This design comes from an exercise in tuning for small area, a short achievable clock period and few clock cycles per item on the open sky130 flow, not from production work.
RTL that was checked went through simulation tests only; none was proved equivalent to the original.
The RTL of run 1 was laid out without a check of its function.
Power and IR drop assume default switching activity.

## flow/design.v (module list and top-level ports; edited modules follow where they fit)
// module synBusSatRnd: 113 lines
// module singleDelayWithEnableGeneric: 17 lines
// module synDelayWithEnableGeneric: 291 lines
// module synDelayWithEnable: 18 lines
// module FixedPointMultiplier: 37 lines
// module FixedPointAdder: 36 lines
// module Neuron: 1284 lines
// module FA: 4 lines
// module HAN: 4 lines
module Neuron (
 input clk,
 input GlobalReset,             
 input Input_Valid,             
 input [11:0] Bias,             
 output Idle,
 input [335:0] Row_Wgt,         
 input [27:0] Row_Pix,          
 output Row_Ready,              
 output [18:0] NeuronOutput,
 output OutputReady);
  // ...
==> flow/flow/run.sh <==
#!/bin/bash
# The standard layout (the standard.sh: standard synthesis, then ORFS to
# finish), with the ports buffered by sky130_fd_sc_hd__buf_1 cells instead of
# the delay buffers buffer_ports picks by default. Make's output goes to
# flow.log; each ORFS step keeps its own log under orfs/logs/.
set -euo pipefail
bash standard.sh "BUFFER_PORTS_ARGS=-buffer_cell sky130_fd_sc_hd__buf_1" finish > flow.log 2>&1
==> flow/standard.sh <==
#!/bin/bash
# synth_recipe.tcl (not shown) runs the flow's synth.tcl, then flattens the netlist and writes it again
# the make line also repeats each setting of config.mk as NAME=value (left out here)
make -C /OpenROAD-flow-scripts/flow DESIGN_CONFIG=/design/flow/config.mk WORK_HOME=/design/flow/orfs CLKGATE_MAP_FILE= SYNTH_SCRIPT=/design/flow/synth_recipe.tcl "${@:-finish}"
==> flow/config.mk <==
export PLATFORM = sky130hd
export DESIGN_NAME = Neuron
export DESIGN_NICKNAME = Neuron
export VERILOG_FILES = /design/flow/design.v
export SDC_FILE = /design/flow/constraint.sdc
export NUM_CORES = 4
export LEC_CHECK = 0
export CAP_MARGIN = 20
export CORE_MARGIN = 2
export CORE_UTILIZATION = 40
export PLACE_DENSITY = 0.6
export SETUP_SLACK_MARGIN = 0.8
export SLEW_MARGIN = 20
export SYNTH_HIERARCHICAL = 1
export SYNTH_MINIMUM_KEEP_SIZE = 0
==> flow/constraint.sdc <==
create_clock -name core_clock -period 4.0 [get_ports {clk}]
set_input_delay 0.8000 -clock core_clock [delete_from_list [all_inputs] [get_ports {clk}]]
set_output_delay 0.8000 -clock core_clock [all_outputs]
set_load 0.01 [all_outputs]
==> metrics.md, run 1 <==
| Metric | Value |
|---|---|
| Status | complete, no violations |
| Clock buffers | 20 |
| Largest net degree at the start of global routing | 74 |
| Max transition margin | 35.5% |
| Seq cells | ~130 |
| Post-route clock period utilization | around four fifths |
| Worst-Skew Late Latency | 0.42 ns |
| Fin util | a little over half |
| Int Power | between 6 and 7 mW |
| Largest registers | acc_s: 19 flops, acc_c: 15 flops, bias_r: 12 flops |
| First-pass GRT wire length | approximately 67000 um |
| Crit path buffers/inverters | 2 |
| CTS Sinks | approximately 130 |
| Number of global-route vias before repair | between 10000 and 15000 |
| Setup Viol. Count Final | 0 |
| Tightest Pin Transition | ~0.97 ns |
| Post-route cell area | 17500 um2 |
| Setup Crit Path Kind | input pin to flop |
| Met2 Usage GRT | 46.8% |
| FF-to-FF Start | first_r$_DFF_PN0_ |
| Fin worst setup slack | 0.743 ns |
| Average size of a mapped cell | between 10 and 15 um2 |
| Max-slew violations | 0 |
| Tot Pwr | 11.6 mW |
| Place WS | approximately 0.26 ns |
| Via density per instance | roughly 5 |
| DR pass1 iterations | 7 |
| Clk. pwr | around 1.6 mW |
| Crit. End Element | flop |
| H-tree levels | 4 |
| Initial core utilization | around 41% |
| Fin Setup TNS | 0 ns |
| GRT Max-Usage Layer | met2 |
| Hold Vio Cnt, Final | 0 |
==> run 2, diff against run 1 <==
--- a/flow/design.v
+++ b/flow/design.v
@@ -526,25 +526,28 @@
 reg first_r;
 reg [5:0] cyc;       
 reg o_OutputReady;
 wire start = Input_Valid & ~busy;
 wire take = start | take_r;
 assign Idle = ~busy;
 assign Row_Ready = take;
 assign OutputReady = o_OutputReady;
+reg [0:0] vld_r;    
 always @(posedge clk or negedge GlobalReset) begin
   if (!GlobalReset) begin
     busy <= 1'b0;
     take_r <= 1'b0;
     first_r <= 1'b0;
     cyc <= 6'd0;
     o_OutputReady <= 1'b0;
+    vld_r <= 0;
   end else begin
     first_r <= start;
+    vld_r[0] <= take;
     if (start) begin
       busy <= 1'b1;
       take_r <= 1'b1;
       cyc <= 6'd1;
       o_OutputReady <= 1'b0;
     end else if (busy) begin
       cyc <= cyc + 6'd1;
       if (cyc == 6'd27)
@@ -1421,91 +1424,91 @@
 reg p0_12_5;
 reg p0_13_0;
 reg p0_13_1;
 reg p0_13_2;
 reg p0_13_3;
 reg p0_14_0;
 reg p0_14_1;
 always @(posedge clk) begin
-  p0_0_0 <= s0l2_fs180 | ~take;
-  p0_0_1 <= pp[27][0] | ~take;
-  p0_1_0 <= s0l3_fs228 | ~take;
-  p0_1_1 <= s0l2_fs183 | ~take;
-  p0_1_2 <= pp[27][1] | ~take;
-  p0_2_0 <= s0l3_fc228 | ~take;
-  p0_2_1 <= s0l3_fs229 | ~take;
-  p0_2_2 <= s0l3_fs230 | ~take;
-  p0_2_3 <= s0l2_fs187 | ~take;
-  p0_2_4 <= pp[27][2] | ~take;
-  p0_3_0 <= s0l3_fc229 | ~take;
-  p0_3_1 <= s0l3_fc230 | ~take;
-  p0_3_2 <= s0l3_fs231 | ~take;
-  p0_3_3 <= s0l3_fs232 | ~take;
-  p0_3_4 <= s0l3_fs233 | ~take;
-  p0_4_0 <= s0l3_fc231 | ~take;
-  p0_4_1 <= s0l3_fc232 | ~take;
-  p0_4_2 <= s0l3_fc233 | ~take;
-  p0_4_3 <= s0l3_fs234 | ~take;
-  p0_4_4 <= s0l3_fs235 | ~take;
-  p0_4_5 <= s0l3_fs236 | ~take;
-  p0_5_0 <= s0l3_fc234 | ~take;
-  p0_5_1 <= s0l3_fc235 | ~take;
-  p0_5_2 <= s0l3_fc236 | ~take;
-  p0_5_3 <= s0l3_fs237 | ~take;
-  p0_5_4 <= s0l3_fs238 | ~take;
-  p0_5_5 <= s0l3_fs239 | ~take;
-  p0_6_0 <= s0l3_fc237 | ~take;
-  p0_6_1 <= s0l3_fc238 | ~take;
-  p0_6_2 <= s0l3_fc239 | ~take;
-  p0_6_3 <= s0l3_fs240 | ~take;
-  p0_6_4 <= s0l3_fs241 | ~take;
-  p0_6_5 <= s0l3_fs242 | ~take;
-  p0_7_0 <= s0l3_fc240 | ~take;
-  p0_7_1 <= s0l3_fc241 | ~take;
-  p0_7_2 <= s0l3_fc242 | ~take;
-  p0_7_3 <= s0l3_fs243 | ~take;
-  p0_7_4 <= s0l3_fs244 | ~take;
-  p0_7_5 <= s0l3_fs245 | ~take;
-  p0_8_0 <= s0l3_fc243 | ~take;
-  p0_8_1 <= s0l3_fc244 | ~take;
-  p0_8_2 <= s0l3_fc245 | ~take;
-  p0_8_3 <= s0l3_fs246 | ~take;
-  p0_8_4 <= s0l3_fs247 | ~take;
-  p0_8_5 <= s0l3_fs248 | ~take;
-  p0_9_0 <= s0l3_fc246 | ~take;
-  p0_9_1 <= s0l3_fc247 | ~take;
-  p0_9_2 <= s0l3_fc248 | ~take;
-  p0_9_3 <= s0l3_fs249 | ~take;
-  p0_9_4 <= s0l3_fs250 | ~take;
-  p0_9_5 <= s0l3_fs251 | ~take;
-  p0_10_0 <= s0l3_fc249 | ~take;
-  p0_10_1 <= s0l3_fc250 | ~take;
-  p0_10_2 <= s0l3_fc251 | ~take;
-  p0_10_3 <= s0l3_fs252 | ~take;
-  p0_10_4 <= s0l3_fs253 | ~take;
-  p0_10_5 <= s0l3_fs254 | ~take;
-  p0_11_0 <= s0l3_fc252 | ~take;
-  p0_11_1 <= s0l3_fc253 | ~take;
-  p0_11_2 <= s0l3_fc254 | ~take;
-  p0_11_3 <= s0l3_fs255 | ~take;
-  p0_11_4 <= s0l3_fs256 | ~take;
-  p0_11_5 <= s0l3_fs257 | ~take;
-  p0_12_0 <= s0l3_fc255 | ~take;
-  p0_12_1 <= s0l3_fc256 | ~take;
-  p0_12_2 <= s0l3_fc257 | ~take;
-  p0_12_3 <= s0l3_fs258 | ~take;
-  p0_12_4 <= s0l3_fs259 | ~take;
-  p0_12_5 <= s0l2_fs226 | ~take;
-  p0_13_0 <= s0l3_fc258 | ~take;
-  p0_13_1 <= s0l3_fc259 | ~take;
-  p0_13_2 <= s0l3_fs260 | ~take;
-  p0_13_3 <= s0l2_fs227 | ~take;
-  p0_14_0 <= s0l3_fc260 | ~take;
-  p0_14_1 <= s0l2_fc227 | ~take;
+  p0_0_0 <= s0l2_fs180;
+  p0_0_1 <= pp[27][0];
+  p0_1_0 <= s0l3_fs228;
+  p0_1_1 <= s0l2_fs183;
+  p0_1_2 <= pp[27][1];
+  p0_2_0 <= s0l3_fc228;
+  p0_2_1 <= s0l3_fs229;
+  p0_2_2 <= s0l3_fs230;
+  p0_2_3 <= s0l2_fs187;
+  p0_2_4 <= pp[27][2];
+  p0_3_0 <= s0l3_fc229;
+  p0_3_1 <= s0l3_fc230;
+  p0_3_2 <= s0l3_fs231;
+  p0_3_3 <= s0l3_fs232;
+  p0_3_4 <= s0l3_fs233;
+  p0_4_0 <= s0l3_fc231;
+  p0_4_1 <= s0l3_fc232;
+  p0_4_2 <= s0l3_fc233;
+  p0_4_3 <= s0l3_fs234;
+  p0_4_4 <= s0l3_fs235;
+  p0_4_5 <= s0l3_fs236;
+  p0_5_0 <= s0l3_fc234;
+  p0_5_1 <= s0l3_fc235;
+  p0_5_2 <= s0l3_fc236;
+  p0_5_3 <= s0l3_fs237;
+  p0_5_4 <= s0l3_fs238;
+  p0_5_5 <= s0l3_fs239;
+  p0_6_0 <= s0l3_fc237;
+  p0_6_1 <= s0l3_fc238;
+  p0_6_2 <= s0l3_fc239;
+  p0_6_3 <= s0l3_fs240;
+  p0_6_4 <= s0l3_fs241;
+  p0_6_5 <= s0l3_fs242;
+  p0_7_0 <= s0l3_fc240;
+  p0_7_1 <= s0l3_fc241;
+  p0_7_2 <= s0l3_fc242;
+  p0_7_3 <= s0l3_fs243;
+  p0_7_4 <= s0l3_fs244;
+  p0_7_5 <= s0l3_fs245;
+  p0_8_0 <= s0l3_fc243;
+  p0_8_1 <= s0l3_fc244;
+  p0_8_2 <= s0l3_fc245;
+  p0_8_3 <= s0l3_fs246;
+  p0_8_4 <= s0l3_fs247;
+  p0_8_5 <= s0l3_fs248;
+  p0_9_0 <= s0l3_fc246;
+  p0_9_1 <= s0l3_fc247;
+  p0_9_2 <= s0l3_fc248;
+  p0_9_3 <= s0l3_fs249;
+  p0_9_4 <= s0l3_fs250;
+  p0_9_5 <= s0l3_fs251;
+  p0_10_0 <= s0l3_fc249;
+  p0_10_1 <= s0l3_fc250;
+  p0_10_2 <= s0l3_fc251;
+  p0_10_3 <= s0l3_fs252;
+  p0_10_4 <= s0l3_fs253;
+  p0_10_5 <= s0l3_fs254;
+  p0_11_0 <= s0l3_fc252;
+  p0_11_1 <= s0l3_fc253;
+  p0_11_2 <= s0l3_fc254;
+  p0_11_3 <= s0l3_fs255;
+  p0_11_4 <= s0l3_fs256;
+  p0_11_5 <= s0l3_fs257;
+  p0_12_0 <= s0l3_fc255;
+  p0_12_1 <= s0l3_fc256;
+  p0_12_2 <= s0l3_fc257;
+  p0_12_3 <= s0l3_fs258;
+  p0_12_4 <= s0l3_fs259;
+  p0_12_5 <= s0l2_fs226;
+  p0_13_0 <= s0l3_fc258;
+  p0_13_1 <= s0l3_fc259;
+  p0_13_2 <= s0l3_fs260;
+  p0_13_3 <= s0l2_fs227;
+  p0_14_0 <= s0l3_fc260;
+  p0_14_1 <= s0l2_fc227;
 end
 reg [18:0] acc_s, acc_c;
 wire [18:0] as_in = acc_s |{19{first_r}};
 wire [18:0] ac_in = acc_c |{19{first_r}};
 wire [11:0] bias_in = ~(bias_r & {12{first_r}});
 wire accl0_fs261;
 wire accl0_fc261;
 wire accl0_fs262;
@@ -1783,20 +1786,21 @@
 FA u_accl3_f344 (.a(accl2_fc330), .b(accl2_fs331), .c(accl1_fs315), .s(accl3_fs344), .co(accl3_fc344));
 FA u_accl3_f345 (.a(accl2_fc331), .b(accl2_fs332), .c(accl1_fs317), .s(accl3_fs345), .co(accl3_fc345));
 FA u_accl3_f346 (.a(accl2_fc332), .b(accl2_fs333), .c(accl1_fs319), .s(accl3_fs346), .co(accl3_fc346));
 FA u_accl3_f347 (.a(accl2_fc333), .b(accl2_fs334), .c(accl1_hs2), .s(accl3_fs347), .co(accl3_fc347));
 FA u_accl3_f348 (.a(accl2_fc334), .b(accl2_fs335), .c(ac_in[14]), .s(accl3_fs348), .co(accl3_fc348));
 FA u_accl3_f349 (.a(accl2_fc335), .b(accl1_fc321), .c(accl1_fs322), .s(accl3_fs349), .co(accl3_fc349));
 FA u_accl3_f350 (.a(accl2_fc336), .b(as_in[17]), .c(ac_in[17]), .s(accl3_fs350), .co(accl3_fc350));
 HAN u_accl3_h3 (.a(as_in[18]), .b(ac_in[18]), .s(accl3_hs3), .co(accl3_hc3));
-always @(posedge clk) begin
-  acc_s <= {accl3_fc350, accl3_fs350, accl3_fc349, accl3_fc348, accl3_fc347, accl3_fc346, accl3_fc345, accl3_fc344, accl3_fc343, accl3_fc342, accl3_fc341, accl3_fc340, accl3_fc339, accl3_fc338, accl3_fc337, accl3_fs337, accl2_fs323, accl1_fc297, accl1_fs297};
-  acc_c <= {accl3_hs3, 1'b1, accl2_fs336, accl3_fs349, accl3_fs348, accl3_fs347, accl3_fs346, accl3_fs345, accl3_fs344, accl3_fs343, accl3_fs342, accl3_fs341, accl3_fs340, accl3_fs339, accl3_fs338, 1'b1, 1'b1, accl1_fs298, 1'b1};
-end
+always @(posedge clk)
+  if (vld_r[0]) begin
+    acc_s <= {accl3_fc350, accl3_fs350, accl3_fc349, accl3_fc348, accl3_fc347, accl3_fc346, accl3_fc345, accl3_fc344, accl3_fc343, accl3_fc342, accl3_fc341, accl3_fc340, accl3_fc339, accl3_fc338, accl3_fc337, accl3_fs337, accl2_fs323, accl1_fc297, accl1_fs297};
+    acc_c <= {accl3_hs3, 1'b1, accl2_fs336, accl3_fs349, accl3_fs348, accl3_fs347, accl3_fs346, accl3_fs345, accl3_fs344, accl3_fs343, accl3_fs342, accl3_fs341, accl3_fs340, accl3_fs339, accl3_fs338, 1'b1, 1'b1, accl1_fs298, 1'b1};
+  end
 assign NeuronOutput = ~acc_s + ~acc_c;
 endmodule
 module FA (input a, input b, input c, output s, output co);
 assign s = a ^ b ^ c;
 assign co = (a & b) | (a & c) | (b & c);
 endmodule
 module HAN (input a, input b, output s, output co);
 assign s = ~(a ^ b);
==> flow/config.mk (replaced) <==
export PLATFORM = sky130hd
export DESIGN_NAME = Neuron
export DESIGN_NICKNAME = Neuron
export VERILOG_FILES = /design/flow/design.v
export SDC_FILE = /design/flow/constraint.sdc
export NUM_CORES = 4
export LEC_CHECK = 0
export ABC_CLOCK_PERIOD_IN_PS = 1500
export CAP_MARGIN = 20
export CORE_MARGIN = 2
export CORE_UTILIZATION = 40
export PLACE_DENSITY = 0.6
export SLEW_MARGIN = 20
export SYNTH_HIERARCHICAL = 1
export SYNTH_MINIMUM_KEEP_SIZE = 0
==> run 2 against run 1 <==
Effect of this change:
- still clean
- sequential power increased by 32%
- register-to-register slack got worse by 0.12 ns
- synthesized cell count decreased by 8.3%
- cell count decreased by 6.2%
- worst hold slack improved by 0.032 ns
- count of clock-buffer cells in the layout decreased by 3
- combinational power increased by 4.2%
- final area decreased by 9.8%
- critical path type is now flop to output pin
- highest routed layer unchanged
==> metrics.md, run 2 <==
| Metric | Value |
|---|---|
| Status | complete, no violations (unchanged) |
| Synthesized cell area | 13000 um2 (was 13200 um2) |
| First-pass GRT wire length | 61900 um (was 67500 um) |
| CTS Sinks | 132 (was 131) |
| Switching Share | 43.3% (was 42.4%) |
| Critical path launch point | acc_s[1]$_DFFE_PP_ (was Row_Pix[18]) |
| Worst-Skew Late Latency | 0.43 ns (was 0.42 ns) |
| Maximum clock insertion buffer count | 2 (unchanged) |
| PwrDens | 802 nW/um2 (was 663 nW/um2) |
| FMAX | 287 MHz (was 307 MHz) |
| Fin worst setup slack | 0.515 ns (was 0.743 ns) |
| GPL Wtd Cong | 0.918 (was 0.951) |
| Hold Vio Cnt, Final | 0 (unchanged) |
| Worst reg2reg path depth | 6 (unchanged) |
| Max-cap violations | 0 (unchanged) |
| IO Count | 401 (unchanged) |
| Fin Setup TNS | 0 ns (unchanged) |
| CTS Hold Bufs | 0 (unchanged) |
| Biggest register | acc_s (unchanged) |
| Post-route clock period utilization | 87.1% (was 81.4%) |
| H-tree levels | 4 (unchanged) |
| Global Route Usage Sum | 25.6% (was 27.9%) |
| Post-synthesis cell count | 1077 (was 1174) |
| Die Ht | 184 um (was 186 um) |
| Post-placement cell count | 1919 (was 2008) |
| Die area | 34000 um2 (was 34600 um2) |
| Antenna viol nets, final | 0 (unchanged) |
| WL final | 42200 um (was 48800 um) |
| Clock power frac | 12.3% (was 13.4%) |
| Max transition margin | 59.8% (was 35.5%) |
| Tightest Pin Transition | 0.602 ns (was 0.968 ns) |
| Leakage power | 5.62 nW (was 6.15 nW) |
| FF-to-FF Start | first_r$_DFF_PN0_ (unchanged) |
| Combinational Power Share | 64.0% (was 67.0%) |
| WL per Instance | 21.6 um (was 23.5 um) |
| Largest registers | acc_s: 19 flops, acc_c: 15 flops, bias_r: 12 flops (unchanged) |
| Arr. time, crit path | 2.68 ns (was 3.57 ns) |
| Starting DRT DRC Count | 489 (was 698) |
| RSZ-0062 raised after global routing | false (was true) |
| Setup Crit Path Kind | flop to output pin (was input pin to flop) |
| Reg2reg end | acc_c[11]$_DFFE_PP_ (was acc_c[9]$_DFF_P_) |
| DR pass1 iterations | 5 (was 7) |
| Setup Viol. Count Final | 0 (unchanged) |
| WP data required | 3.20 ns (was 4.31 ns) |
| CTS buffer count | 17 (unchanged) |
| Core footprint | 32300 um2 (was 32500 um2) |
| Via density per instance | 4.83 (was 4.99) |
| Crit. End Element | output pin (was flop) |
| Most common cell after layout, fill and taps aside | buf_1 (unchanged) |
| Grt total ovfl | 0 (unchanged) |
| Layout cells sized above 1 | 6.69% (was 25.5%) |
| Post-layout min period | 3.48 ns (was 3.26 ns) |
| Startpoint types | flop (was input pin) |
| Hpwl dp | 36000 um (was 38600 um) |
| Clock-pin slew on the worst setup and hold paths | 0.07 ns (was 0.06 ns) |
| VDD IR max | 433 uV (was 334 uV) |
| Vias post-DR | 9442 (was 10400) |
| Average size of a mapped cell | 12.1 um2 (was 11.3 um2) |
| Most frequent cells in the layout | buf_1 (400), nand2_1 (360), fa_1 (351) (was buf_1 (379), nand2_1 (311), fa_1 (244)) |
| Place WS | 0.502 ns (was 0.259 ns) |
| Worst hold path type | input pin to asynchronous set/reset pin (unchanged) |
| IO buf count | 400 (unchanged) |
| Nets | 2247 (was 2377) |
| Fillers | 3046 (was 2977) |
| Int Power | 7.18 mW (was 6.68 mW) |
| Worst setup path endpoint | NeuronOutput[17] (was p0_7_5$_DFF_P_) |
| Max-slew violations | 0 (unchanged) |
| Switch Pwr | 5.48 mW (was 4.92 mW) |
| Synthesis Warnings | 7 (unchanged) |
| Max reg flops | 19 (unchanged) |
| Antenna violations before repair | 2 (was 3) |
| Die X | 184 um (was 186 um) |
| CP Max Fanout | 5 (was 6) |
| Setup repair bufs after CTS | 0 (was 16) |
| Sequential share of power | 23.6% (was 19.6%) |
| Layout Skew | 0.0102 ns (was 0.0104 ns) |
| Reg-to-reg setup timing slack | 0.84 ns (was 0.96 ns) |
| Number of global-route vias before repair | 10800 (was 11600) |
| CTS tree | yes (unchanged) |
| FP Rows | 66 (unchanged) |
| Initial core utilization | 40.3% (was 40.7%) |
| Area Growth Syn to Fin | 21.3% (was 32.3%) |
| DRC violations left | 0 (unchanged) |
| Finished Layout Cells | 1953 (was 2082) |
| Resized cells post-CTS | 0 (was 60) |
| Root buffer cell | clkbuf_16 (unchanged) |
| Largest net degree at the start of global routing | 47 (was 74) |
run 2: critical path, cell delays in order, from the launching register on:
cell	delay, ns
edfxtp_1	0.39
inv_1	0.07
ha_1	0.19
ha_1	0.19
nand3b_1	0.12
a22oi_2	0.36
a311oi_4	0.17
nor4_1	0.31
a2bb2oi_1	0.26
buf_1	0.19
run 2: final cells by class:
cell class / count / area, um2 / area share, %
diodes: 2 / 5.00 / 0.0317
clock buffers: 17 / 425 / 2.69
clock inverters: 15 / 179 / 1.13
inverters: 53 / 199 / 1.26
multi-input cells: 862 / 9540 / 60.4
flip-flops and latches: 132 / 3160 / 20.0
well taps: 442 / 553 / 3.50
repair buffers: 430 / 1730 / 10.9
run 2: metal layers:
layer	global-route usage [%]	part of all wire (%)	vias to the layer above
li1	-	-	4163
met3	5.04	6.6	87
met2	41.8	48	406
met1	33.8	41	4784
met5	0	0.031	-
met4	10.5	3.9	2
run 2: how the worst min path moves through the flow:
stage                                    startpoint                        end  slack, ns  cells after the start
after floorplan                  take_r$_DFFE_PN0P_         take_r$_DFFE_PN0P_       0.45                      2
after global placement    o_OutputReady$_DFFE_PN0P_  o_OutputReady$_DFFE_PN0P_       0.46                      1
after detailed placement  o_OutputReady$_DFFE_PN0P_  o_OutputReady$_DFFE_PN0P_       0.46                      1
after CTS                               GlobalReset         cyc[1]$_DFFE_PN0P_       0.37                      1
after global routing                    GlobalReset         cyc[1]$_DFFE_PN0P_       0.39                      1
final                                   GlobalReset         cyc[5]$_DFFE_PN0P_       0.36                      1
run 2: through the flow:
step	total power, mW	area (um2)	hold WS (ns)	util, %
global route	14.1	15800	0.390	48.9
detailed placement	11.3	15200	0.464	47.0
finish	12.7	15800	0.355	48.9
floorplan	8.64	13000	0.451	-
global placement	10.9	15200	0.461	47.0
CTS	12.9	15800	0.369	48.9
run 2: power groups by stage:
stage / clock network, mW / registers, mW / logic [mW]
after floorplan: 0 / 2.96 / 5.68
after global placement: 0 / 3.03 / 7.91
after detailed placement: 0 / 3.03 / 8.28
after CTS: 1.60 / 3.01 / 8.31
after global routing: 1.66 / 3.07 / 9.34
final: 1.56 / 2.99 / 8.11
Testbench counts of run 2, summed over its fixed seeds: cycles 5,576, items 192.
==> run 3, diff against run 2 <==
--- a/flow/config.mk
+++ b/flow/config.mk
@@ -7,3 +7,2 @@
 export LEC_CHECK = 0
-export ABC_CLOCK_PERIOD_IN_PS = 1500
 export CAP_MARGIN = 20
==> run 3 against run 2 <==
Effect of this change:
- sequential power about the same
- sequential cell count unchanged
- via count unchanged
- final area unchanged
- combinational power about the same
- global-route usage unchanged
- cell count unchanged
- worst hold slack unchanged
- maximum frequency unchanged
- largest cell class unchanged
==> metrics.md, run 3 <==
| Metric | Value |
|---|---|
| Status | complete, no violations (unchanged) |
| Switching Share | 43.3% (unchanged) |
| Fin worst setup slack | 0.515 ns (unchanged) |
| Max-cap violations | 0 (unchanged) |
| Worst-Skew Late Latency | 0.43 ns (about the same) |
| FMAX | 287 MHz (unchanged) |
| Antenna viol nets, final | 0 (unchanged) |
| Fillers | 3046 (unchanged) |
| Antenna violations before repair | 2 (unchanged) |
| First-pass GRT wire length | 61900 um (unchanged) |
| WP data required | 3.20 ns (about the same) |
| IO Count | 401 (unchanged) |
| Maximum clock insertion buffer count | 2 (unchanged) |
| DR pass1 iterations | 5 (unchanged) |
| Clock-pin slew on the worst setup and hold paths | 0.07 ns (about the same) |
| Layout cells sized above 1 | 6.69% (unchanged) |
| Worst hold path type | input pin to asynchronous set/reset pin (unchanged) |
| Arr. time, crit path | 2.68 ns (about the same) |
| Slowest stage delay, CP | 0.39 ns (about the same) |
| DRC violations left | 0 (unchanged) |
| Post-route clock period utilization | 87.1% (unchanged) |
| Met3 Resource Use GR | 5.04% (unchanged) |
| Nets | 2247 (unchanged) |
| Worst-path cell chain | inv_1 -> ha_1 -> ha_1 -> nand3b_1 -> a22oi_2 -> a311oi_4 -> nor4_1 -> a2bb2oi_1 -> buf_1 (unchanged) |
| Via density per instance | 4.83 (unchanged) |
| Hold Vio Cnt, Final | 0 (unchanged) |
| CTS Hold Bufs | 0 (unchanged) |
| Clock power frac | 12.3% (about the same) |
| H-tree levels | 4 (unchanged) |
| Die area | 34000 um2 (unchanged) |
| Setup Viol. Count Final | 0 (unchanged) |
| Crit. End Element | output pin (unchanged) |
| Sequential share of power | 23.6% (about the same) |
| Layout Skew | 0.0102 ns (unchanged) |
| Post-layout min period | 3.48 ns (unchanged) |
| Switch Pwr | 5.48 mW (unchanged) |
| Starting DRT DRC Count | 489 (unchanged) |
| Leakage power | 5.62 nW (unchanged) |
| Die X | 184 um (unchanged) |
| Setup repair bufs after CTS | 0 (unchanged) |
| Combinational Power Share | 64.0% (about the same) |
| Global Route Usage Sum | 25.6% (unchanged) |
| Biggest register | acc_s (unchanged) |
| Core footprint | 32300 um2 (unchanged) |
| GRT Max-Usage Layer | met2 (unchanged) |
| Initial core utilization | 40.3% (unchanged) |
| Max transition margin | 59.8% (unchanged) |
| IO buf count | 400 (unchanged) |
| Synthesized cell area | 13000 um2 (unchanged) |
| Startpoint types | flop (unchanged) |
| Max reg flops | 19 (unchanged) |
| RSZ-0062 raised after global routing | false (unchanged) |
| CTS buffer count | 17 (unchanged) |
| Place WS | 0.502 ns (unchanged) |
| Tightest Pin Transition | 0.602 ns (unchanged) |
| Int Power | 7.18 mW (unchanged) |
| Met2 Usage GRT | 41.8% (unchanged) |
| Setup Crit Path Kind | flop to output pin (unchanged) |
| Grt total ovfl | 0 (unchanged) |
| Root buffer cell | clkbuf_16 (unchanged) |
| Fin util | 48.9% (unchanged) |
| CTS tree | yes (unchanged) |
| WL final | 42200 um (unchanged) |
| Fin Setup TNS | 0 ns (unchanged) |
| Most common cell after layout, fill and taps aside | buf_1 (unchanged) |
| Hpwl dp | 36000 um (unchanged) |
| CP Max Fanout | 5 (unchanged) |
| VDD IR max | 433 uV (unchanged) |
| Number of global-route vias before repair | 10800 (unchanged) |
| Resized cells post-CTS | 0 (unchanged) |
| Slowest cell on the critical path | edfxtp_1 (unchanged) |
| Synthesis Warnings | 7 (unchanged) |
| Most frequent cells in the layout | buf_1 (400), nand2_1 (360), fa_1 (351) (unchanged) |
| Met1 GRT Util | 33.8% (unchanged) |
| WL per Instance | 21.6 um (unchanged) |
| Max-slew violations | 0 (unchanged) |
| CTS Sinks | 132 (unchanged) |
| Largest registers | acc_s: 19 flops, acc_c: 15 flops, bias_r: 12 flops (unchanged) |
| GPL Wtd Cong | 0.918 (unchanged) |
| FP Rows | 66 (unchanged) |
| Average size of a mapped cell | 12.1 um2 (unchanged) |
| PwrDens | 802 nW/um2 (unchanged) |
| Area Growth Syn to Fin | 21.3% (unchanged) |
| Vias post-DR | 9442 (unchanged) |
| CP most frequent cell | ha_1 (unchanged) |
| Post-synthesis cell count | 1077 (unchanged) |
| Largest net degree at the start of global routing | 47 (unchanged) |
| Die Ht | 184 um (unchanged) |
## run 3: metrics by stage
step | cell area (um2) | hold slack, ns | power (mW) | std cells
after floorplan | 13000 | 0.451 | 8.64 | 1080
after global placement | 15200 | 0.461 | 10.9 | 1919
after detailed placement | 15200 | 0.464 | 11.3 | 1919
after CTS | 15800 | 0.369 | 12.9 | 1951
after global routing | 15800 | 0.390 | 14.1 | 1952
final | 15800 | 0.355 | 12.7 | 1953
## run 3: worst paths after layout
kind                       cells past startpoint  slack [ns]                   endpoint                       from
hold reg to reg                                1        0.47  o_OutputReady$_DFFE_PN0P_  o_OutputReady$_DFFE_PN0P_
hold / removal                                 1        0.36         cyc[5]$_DFFE_PN0P_                GlobalReset
setup / recovery                               9        0.52           NeuronOutput[17]         acc_s[1]$_DFFE_PP_
min in group core_clock                        1        0.47  o_OutputReady$_DFFE_PN0P_  o_OutputReady$_DFFE_PN0P_
setup reg to reg                               6        0.84        acc_c[11]$_DFFE_PP_          first_r$_DFF_PN0_
max in group asynchronous                      1        3.25         take_r$_DFFE_PN0P_                GlobalReset
## run 3: metal layers
metal,wire length [um],part of all wire [%]
met3,2790,6.6
met1,17300,41
met2,20500,48
met4,1630,3.9
met5,13,0.031
## run 3: worst max-delay path, delay by kind of cell, from the launching register on
kind            cells  cell delay, ns
compound gates      3            0.79
simple gates        2            0.43
flops               1            0.39
fa+ha+maj           2            0.38
buf+inv             2            0.26
## run 3: layout make-up
type | instances | area (um2) | share of cell area (%)
Multi-Input combinational cell | 862 | 9540 | 60.4
Timing Repair Buffer | 430 | 1730 | 10.9
Sequential cell | 132 | 3160 | 20.0
Inverter | 53 | 199 | 1.26
Tap cell | 442 | 553 | 3.50
Clock inverter | 15 | 179 | 1.13
Clock buffer | 17 | 425 | 2.69
Antenna cell | 2 | 5.00 | 0.0317
## run 3: power by group through the flow
stage          sequential, mW  combinational [mW]  clock, mW
2_1_floorplan            2.96                5.68          0
3_3_place_gp             3.03                7.91          0
3_5_place_dp             3.03                8.28          0
6_report                 2.99                8.11       1.56
5_1_grt                  3.07                9.34       1.66
4_1_cts                  3.01                8.31       1.60
==> run 4, diff against run 3 <==
--- a/flow/config.mk
+++ b/flow/config.mk
@@ -11,2 +11,3 @@
 export PLACE_DENSITY = 0.6
+export SETUP_SLACK_MARGIN = 0.8
 export SLEW_MARGIN = 20
==> run 4 against run 3 <==
Effect of this change:
- sequential share of layout area decreased by 0.32 points
- sequential power about the same
- register-to-register slack improved by 0.02 ns
- via count rose by 2.1%
- core utilization increased by 0.86 points
- global-route usage is 0.83 points higher
- critical path depth fell by 1
- maximum frequency rose by 6.9%
- first-iteration DRC count is 21% higher
- clock power about the same
- critical path type unchanged
- largest cell class unchanged
==> metrics.md, run 4 <==
| Metric | Value |
|---|---|
| Status | complete, no violations (unchanged) |
| IO Count | 401 (unchanged) |
| Nets | 2257 (was 2247) |
| Finished Layout Cells | 1965 (was 1953) |
| Core footprint | 32300 um2 (unchanged) |
| First-pass GRT wire length | 63400 um (was 61900 um) |
| Root buffer cell | clkbuf_16 (unchanged) |
| Combinational Power Share | 65.2% (was 64.0%) |
| Most common cell after layout, fill and taps aside | buf_1 (unchanged) |
| Die Ht | 184 um (unchanged) |
| Number of global-route vias before repair | 11100 (was 10800) |
| Vias post-DR | 9645 (was 9442) |
| Worst-path cell chain | inv_1 -> ha_2 -> a21oi_1 -> o21ai_2 -> a311oi_4 -> nor3b_2 -> o311ai_2 -> buf_2 (was inv_1 -> ha_1 -> ha_1 -> nand3b_1 -> a22oi_2 -> a311oi_4 -> nor4_1 -> a2bb2oi_1 -> buf_1) |
| IO buf count | 400 (unchanged) |
| Biggest register | acc_s (unchanged) |
| CP Max Fanout | 6 (was 5) |
| Int Power | 7.46 mW (was 7.18 mW) |
| CTS tree | yes (unchanged) |
| Post-layout min period | 3.26 ns (was 3.48 ns) |
| CTS Sinks | 132 (unchanged) |
| Layout cells sized above 1 | 10.4% (was 6.69%) |
| FMAX | 307 MHz (was 287 MHz) |
| Starting DRT DRC Count | 591 (was 489) |
| Max-cap violations | 0 (unchanged) |
| CTS buffer count | 17 (unchanged) |
| Sequential share of power | 22.9% (was 23.6%) |
| Max-slew violations | 0 (unchanged) |
| H-tree levels | 4 (unchanged) |
| Worst hold path type | input pin to asynchronous set/reset pin (unchanged) |
| Hpwl dp | 36400 um (was 36000 um) |
| VDD IR max | 422 uV (was 433 uV) |
| DRC violations left | 0 (unchanged) |
| Largest registers | acc_s: 19 flops, acc_c: 15 flops, bias_r: 12 flops (unchanged) |
| Max reg flops | 19 (unchanged) |
| Global Route Usage Sum | 26.5% (was 25.6%) |
| Via density per instance | 4.91 (was 4.83) |
| Setup Crit Path Kind | flop to output pin (unchanged) |
| RSZ-0062 raised after global routing | true (was false) |
| Fin Setup TNS | 0 ns (unchanged) |
| Antenna violations before repair | 6 (was 2) |
| Initial core utilization | 40.3% (unchanged) |
| CTS Hold Bufs | 0 (unchanged) |
| Post-route clock period utilization | 81.5% (was 87.1%) |
| DR pass1 iterations | 5 (unchanged) |
| Crit path max-delay family | compound AO/OA/AOI/OAI gates (unchanged) |
| Arr. time, crit path | 2.46 ns (was 2.68 ns) |
| Crit path buffers/inverters | 2 (unchanged) |
| Antenna viol nets, final | 0 (unchanged) |
| Average size of a mapped cell | 12.1 um2 (unchanged) |
| Setup Viol. Count Final | 0 (unchanged) |
| Switch Pwr | 5.64 mW (was 5.48 mW) |
| WL per Instance | 22.2 um (was 21.6 um) |
| WL final | 43700 um (was 42200 um) |
| Startpoint types | flop (unchanged) |
| Crit. End Element | output pin (unchanged) |
| Synthesized cell area | 13000 um2 (unchanged) |
| Tightest Pin Transition | 0.672 ns (was 0.602 ns) |
| Clock-pin slew on the worst setup and hold paths | 0.06 ns (was 0.07 ns) |
| Leakage power | 5.68 nW (was 5.62 nW) |
| Die area | 34000 um2 (unchanged) |
| Die X | 184 um (unchanged) |
| Layout Skew | 0.0118 ns (was 0.0102 ns) |
| Hold Vio Cnt, Final | 0 (unchanged) |
| Largest net degree at the start of global routing | 35 (was 47) |
| Post-placement cell count | 1920 (was 1919) |
| WP data required | 3.20 ns (about the same) |
| GPL Wtd Cong | 1.01 (was 0.918) |
| Slowest stage delay, CP | 0.40 ns (was 0.39 ns) |
| Slowest cell on the critical path | edfxtp_1 (unchanged) |
| Worst-Skew Late Latency | 0.43 ns (about the same) |
| Area Growth Syn to Fin | 23.5% (was 21.3%) |
| FP Rows | 66 (unchanged) |
| Max transition margin | 55.2% (was 59.8%) |
| Maximum clock insertion buffer count | 2 (unchanged) |
| Post-synthesis cell count | 1077 (unchanged) |
| Grt total ovfl | 0 (unchanged) |
| Switching Share | 43.1% (was 43.3%) |
| Synthesis Warnings | 7 (unchanged) |
| PwrDens | 815 nW/um2 (was 802 nW/um2) |
| Most frequent cells in the layout | buf_1 (393), nand2_1 (360), fa_1 (337) (was buf_1 (400), nand2_1 (360), fa_1 (351)) |
| Clock power frac | 11.9% (was 12.3%) |
-- run 4: cell count changes in the layout (fill, tap and decap cells not counted), sizes merged --
cell,before,now
buf,430,438
clkbuf,17,19
clkinv,5,3
diode,2,4
inv,63,65
-- run 4: final timing paths --
check,start,to,slack [ns],depth (start not counted)
max,acc_s[10]$_DFFE_PP_,NeuronOutput[15],0.74,8
min,GlobalReset,cyc[0]$_DFFE_PN0P_,0.36,1
max reg2reg,first_r$_DFF_PN0_,acc_c[7]$_DFFE_PP_,0.86,6
min reg2reg,o_OutputReady$_DFFE_PN0P_,o_OutputReady$_DFFE_PN0P_,0.47,1
max in group asynchronous,GlobalReset,first_r$_DFF_PN0_,3.19,1
min in group core_clock,o_OutputReady$_DFFE_PN0P_,o_OutputReady$_DFFE_PN0P_,0.47,1
-- run 4: power by group through the flow --
stage	clock network, mW	logic [mW]	registers, mW
floorplan	0	5.68	2.96
finish	1.55	8.54	3.00
CTS	1.59	8.53	3.02
global route	1.65	9.92	3.08
global placement	0	7.93	3.04
detailed placement	0	8.22	3.04
-- run 4: layout make-up --
class / count / area [um2]
sequential: 132 / 3160
timing repair buffer: 440 / 1810
clock buffer: 17 / 425
multi-input combinational: 862 / 9740
tap: 442 / 553
antenna: 4 / 10.0
clock inverter: 15 / 169
inverter: 53 / 199
fill: 2993 / 16200
-- run 4: per-stage QoR --
step	instance area, um2	utilization, %	total power [mW]	setup WS (ns)	hold slack [ns]
after floorplan	13000	-	8.64	0.801	0.451
after global routing	16100	49.8	14.7	0.613	0.393
after global placement	15200	47.0	11.0	0.475	0.463
after detailed placement	15200	47.0	11.3	0.483	0.464
final	16100	49.8	13.1	0.741	0.358
after CTS	16000	49.5	13.1	0.759	0.359
-- run 4: what timing repair did --
item                                    4_1_cts  5_1_grt
endpoints found under the setup margin       28       19
pin swaps                                    18        6
resized for setup                            33       21
setup buffers                                 6        3
-- run 4: layer usage --
metal / global-route usage (%) / part of all wire, % / routed length, um / vias up
li1: - / - / - / 4190
met1: 32.2 / 38 / 16600 / 4833
met2: 43.8 / 49 / 21400 / 512
met3: 6.50 / 8.2 / 3570 / 106
met4: 13.8 / 5.0 / 2200 / 4
met5: 0 / 0.062 / 27 / -

## separate check: timing with driven ports
In the flow no input, the clock included, has a driving cell. The finished layouts below were timed again as built, in two steps.
Step 1, drivers: a clkbuf_16 drives clk and a buf_2 each remaining input, both assumed.
Step 2 times the ports against the registers' clock, not the clock port: input delays grow and output delays shrink by t, the midpoint of the rising clock arrivals with the driver on.
Slacks: no drivers / after step 1 / after step 2; pairs: no drivers / after step 1.
run	t, ns	setup WS [ns]	hold slack, ns	worst setup path at the end
run 1	0.460	0.743 / 0.735 / 0.295	0.323 / 0.305 / 0.493	input to register
run 2	0.460	0.515 / 0.474 / 0.485	0.355 / 0.337 / 0.474	input to register
run 3	0.460	0.515 / 0.474 / 0.485	0.355 / 0.337 / 0.474	input to register
run 4	0.463	0.741 / 0.700 / 0.487	0.358 / 0.340 / 0.475	input to register
After both steps every run listed still meets setup and hold. For run 1, which loses most, drivers alone change the setup slack by -0.008 ns; drivers and shift together by -0.448 ns.
